Context: an optimization exercise on an open-source flow, tuned for small area and a short achievable clock period. The choices shown serve that exercise and are no tape-out recipe.
Power figures rest on the tool's default switching activity, not on a simulated workload.

==> flow/design.v <==
module ALU(
    input  [31:0] X,
    input  [31:0] R,
    input  [1:0]  amt_hi,
    input  [4:0]  msh,
    input         mleft,
    input         fill,
    input         CIN,
    input  [3:0]  Op,
    output [31:0] Out,
    output        C, V
);
    wire add   = (Op[3:1] == 3'b000);
    wire fsub  = (Op[3:1] == 3'b001);
    wire rsub  = (Op[3:1] == 3'b010);
    wire arith = add | fsub | rsub;
    wire cin   = rsub ? ~(Op[0] & CIN) : (add | fsub) & Op[0] & CIN;
    wire vg = fsub | (Op == 4'b0110) | (Op == 4'b0111);
    wire vp = add | rsub | (Op == 4'b0111) | (Op == 4'b1000) | (Op == 4'b1010);
    wire vk = fsub | (Op == 4'b1001) | (Op == 4'b1011) | (Op == 4'b1100);
    wire wg = vg ^ vk, wp = vp ^ vk;
    wire [31:0] r3 = amt_hi[0] ? {R[7:0],   R[31:8]}   : R;
    wire [31:0] r4 = amt_hi[1] ? {r3[15:0], r3[31:16]} : r3;
    wire [3:0] gt_hi, eq_hi;
    wire [7:0] ge_lo;
    wire [31:0] lm, keep;
    genvar j;
    generate for (j = 0; j < 4; j = j + 1) begin : g_hi
        assign gt_hi[j] = (j > msh[4:3]);
        assign eq_hi[j] = (j == msh[4:3]);
    end endgenerate
    generate for (j = 0; j < 8; j = j + 1) begin : g_lo
        assign ge_lo[j] = (j >= msh[2:0]);
    end endgenerate
    generate for (j = 0; j < 32; j = j + 1) begin : g_keep
        assign lm[j]   = gt_hi[j / 8] | (eq_hi[j / 8] & ge_lo[j % 8]);
        assign keep[j] = mleft ? lm[j] : lm[31 - j];
    end endgenerate
    wire [31:0] Y = (r4 & keep) | ({32{fill}} & ~keep);
    wire [31:0] p  = X ^ Y;
    wire [31:0] g  = X & Y;
    wire [31:0] gk = g & {32{arith}};
    wire [31:0] G0 = {gk[31:1], gk[0] | (p[0] & cin)};
    wire [31:0] P0 = p;
    wire [31:0] G1, P1, G2, P2, G3, P3, G4, P4, G5, P5;
    genvar i;
    generate for (i = 0; i < 32; i = i + 1) begin : g_pf
        if (i & 1) begin
            assign G1[i] = G0[i] | (P0[i] & G0[i - 1]);
            assign P1[i] = P0[i] & P0[i - 1];
        end else begin
            assign G1[i] = G0[i]; assign P1[i] = P0[i];
        end
        if (i & 2) begin
            assign G2[i] = G1[i] | (P1[i] & G1[(i & ~1) - 1]);
            assign P2[i] = P1[i] & P1[(i & ~1) - 1];
        end else begin
            assign G2[i] = G1[i]; assign P2[i] = P1[i];
        end
        if (i & 4) begin
            assign G3[i] = G2[i] | (P2[i] & G2[(i & ~3) - 1]);
            assign P3[i] = P2[i] & P2[(i & ~3) - 1];
        end else begin
            assign G3[i] = G2[i]; assign P3[i] = P2[i];
        end
        if (i & 8) begin
            assign G4[i] = G3[i] | (P3[i] & G3[(i & ~7) - 1]);
            assign P4[i] = P3[i] & P3[(i & ~7) - 1];
        end else begin
            assign G4[i] = G3[i]; assign P4[i] = P3[i];
        end
        if (i & 16) begin
            assign G5[i] = G4[i] | (P4[i] & G4[(i & ~15) - 1]);
            assign P5[i] = P4[i] & P4[(i & ~15) - 1];
        end else begin
            assign G5[i] = G4[i]; assign P5[i] = P4[i];
        end
    end endgenerate
    wire [31:0] c    = {G5[30:0], cin};
    wire        cout = G5[31];
    wire        pall = P5[31];
    wire [31:0] L    = {32{vk}} ^ ((g & {32{wg}}) | (p & {32{wp}}));
    assign Out = L ^ c;
    assign C = add ? cout : (fsub | rsub) & cout & ~pall;
    assign V = arith & (c[31] ^ cout);
endmodule
module ShifterSignExtender(
    input  [31:0] Rm,
    input  [11:0] I,
    input  [1:0]  AM,
    input         en,        
    output [31:0] R,         
    output [1:0]  amt_hi,    
    output [4:0]  msh,       
    output        mleft,     
    output        fill       
);
    wire        am_sh = AM[1] & AM[0];
    wire [4:0]  sh    = I[11:7];
    wire [1:0]  ty    = I[6:5];
    wire        lsl   = ~ty[1] & ~ty[0];
    wire        asr   = ty[1] & ~ty[0];
    wire [31:0] src;
    assign src[7:0]   = AM[0] ? Rm[7:0] : I[7:0];
    assign src[11:8]  = AM[0] ? Rm[11:8] : (I[11:8] & {4{AM[1]}});
    assign src[31:12] = Rm[31:12] & {20{AM[0]}};
    wire [31:0] s = src & {32{en}};
    wire [4:0] flip;
    assign flip[0] = 1'b0;
    assign flip[1] = sh[0];
    assign flip[2] = sh[0] | sh[1];
    assign flip[3] = sh[0] | sh[1] | sh[2];
    assign flip[4] = sh[0] | sh[1] | sh[2] | sh[3];
    wire [4:0] amt;
    assign amt[0]   = am_sh & sh[0];
    assign amt[4:1] = am_sh ? (sh[4:1] ^ (flip[4:1] & {4{lsl}}))
                            : (I[11:8] & {4{~AM[0] & ~AM[1]}});
    wire [31:0] r0 = amt[0] ? {s[0],     s[31:1]}   : s;
    wire [31:0] r1 = amt[1] ? {r0[1:0],  r0[31:2]}  : r0;
    assign R       = amt[2] ? {r1[3:0],  r1[31:4]}  : r1;
    assign amt_hi  = amt[4:3];
    wire masked = am_sh & (ty != 2'b11);
    assign msh   = sh & {5{masked}};
    assign mleft = lsl;
    assign fill  = en & am_sh & asr & Rm[31];
endmodule
module ex_datapath(
    input  wire        CLK,
    input  wire [31:0] A,
    input  wire [31:0] Rm,
    input  wire [11:0] I,
    input  wire [1:0]  AM,
    input  wire        CIN,
    input  wire [3:0]  Op,
    output reg  [31:0] Out,
    output wire        Z,
    output wire        N,
    output reg         C,
    output reg         V
);
    wire invA = (Op[3:1] == 3'b001) | (Op[3:1] == 3'b010) | (Op == 4'b1100);
    wire zA   = (Op[3:1] == 3'b101) | (Op[3:2] == 2'b11 & Op[1:0] != 2'b00);
    wire enB  = (Op != 4'b1001);
    wire [31:0] sh_r;
    wire [1:0]  sh_amt_hi;
    wire [4:0]  sh_msh;
    wire        sh_mleft, sh_fill;
    ShifterSignExtender shifter(.Rm(Rm), .I(I), .AM(AM), .en(enB),
        .R(sh_r), .amt_hi(sh_amt_hi), .msh(sh_msh), .mleft(sh_mleft), .fill(sh_fill));
    reg [31:0] x_q, r_q;
    reg [1:0]  amt_q;
    reg [4:0]  msh_q;
    reg        mleft_q, fill_q, cin_q;
    reg [3:0]  op_q;
    always @(posedge CLK) begin
        x_q     <= (A & {32{~zA}}) ^ {32{invA}};
        r_q     <= sh_r;
        amt_q   <= sh_amt_hi;
        msh_q   <= sh_msh;
        mleft_q <= sh_mleft;
        fill_q  <= sh_fill;
        cin_q   <= CIN;
        op_q    <= Op;
    end
    wire [31:0] alu_out;
    wire        alu_c, alu_v;
    ALU alu(.X(x_q), .R(r_q), .amt_hi(amt_q), .msh(msh_q), .mleft(mleft_q), .fill(fill_q),
            .CIN(cin_q), .Op(op_q), .Out(alu_out), .C(alu_c), .V(alu_v));
    reg [3:0] zb;    
    always @(posedge CLK) begin
        Out <= alu_out;
        C   <= alu_c;
        V   <= alu_v;
        zb  <= {~|alu_out[31:24], ~|alu_out[23:16], ~|alu_out[15:8], ~|alu_out[7:0]};
    end
    assign Z = &zb;
    assign N = Out[31];
endmodule
==> flow/config.mk <==
export PLATFORM = sky130hd
export DESIGN_NAME = ex_datapath
export DESIGN_NICKNAME = ex_datapath
export VERILOG_FILES = /design/flow/design.v
export SDC_FILE = /design/flow/constraint.sdc
export NUM_CORES = 4
export LEC_CHECK = 0
export CAP_MARGIN = 20
export CORE_MARGIN = 2
export CORE_UTILIZATION = 40
export CTS_BUF_LIST = sky130_fd_sc_hd__clkbuf_4 sky130_fd_sc_hd__clkbuf_8
export SLEW_MARGIN = 20
export TNS_END_PERCENT = 5
==> flow/constraint.sdc <==
create_clock -name core_clock -period 9.0 [get_ports {CLK}]
set_input_delay 1.8000 -clock core_clock [delete_from_list [all_inputs] [get_ports {CLK}]]
set_output_delay 1.8000 -clock core_clock [all_outputs]
set_load 0.01 [all_outputs]
standard.sh (not shown) runs the stock make flow with config.mk's settings and CLKGATE_MAP_FILE= SYNTH_SCRIPT=/design/flow/synth_recipe.tcl, a recipe that flattens the netlist after the stock synthesis.
==> flow/flow/run.sh <==
#!/bin/bash
set -euo pipefail
MARGIN=5.75
export BUFFER_PORTS_ARGS="-buffer_cell sky130_fd_sc_hd__buf_1"
sed "s|\"\${@:-finish}\"|SETUP_SLACK_MARGIN=${MARGIN} \"\${@:-finish}\"|" standard.sh > standard_margin.sh
grep -q "SETUP_SLACK_MARGIN=${MARGIN}" standard_margin.sh
bash standard_margin.sh > flow_make.log 2>&1
==> next run, changes <==
--- a/flow/design.v
+++ b/flow/design.v
@@ -167,12 +167,10 @@
     ALU alu(.X(x_q), .R(r_q), .amt_hi(amt_q), .msh(msh_q), .mleft(mleft_q), .fill(fill_q),
             .CIN(cin_q), .Op(op_q), .Out(alu_out), .C(alu_c), .V(alu_v));
-    reg [3:0] zb;    
     always @(posedge CLK) begin
         Out <= alu_out;
         C   <= alu_c;
         V   <= alu_v;
-        zb  <= {~|alu_out[31:24], ~|alu_out[23:16], ~|alu_out[15:8], ~|alu_out[7:0]};
     end
-    assign Z = &zb;
+    assign Z = ~|Out;
     assign N = Out[31];
 endmodule
Power drops by 16%.
Core utilization drops by 0.86 points.
Final cell count drops by 11%.
Combinational power drops by about 10%.
Maximum frequency climbs by 14%.
No run of this note included a check of the RTL's function; only the layout flow was run.

[static timing again, ports no longer ideal]
The flow's constraints put no driver on any port. The routed layouts listed below were extracted and timed again, unchanged, in two steps.
Step 1 assumes that a clkbuf_16 drives the clock port and a buf_2 every other input.
Step 2 times the ports against the registers' clock, not the clock port: input delays grow and output delays shrink by t, the midpoint of the rising clock arrivals with the driver on.
a / b / c = ideal ports / drivers / drivers and shift; a / b = the first two.
run	t (ns)	setup WS [ns]	worst hold slack (ns)	worst data-port slew with drivers (ns)	cell pins on the clock port's net
the first run	0.490	5.261 / 5.261 / 4.925	0.661 / 0.661 / 0.661	0.04	1
the second run	0.438	5.712 / 5.703 / 5.342	0.738 / 0.738 / 0.738	0.04	1
After both steps setup and hold are still met in every run listed. The setup slack of the second run, which loses most, moves by -0.009 ns with the drivers and by -0.370 ns with both steps.
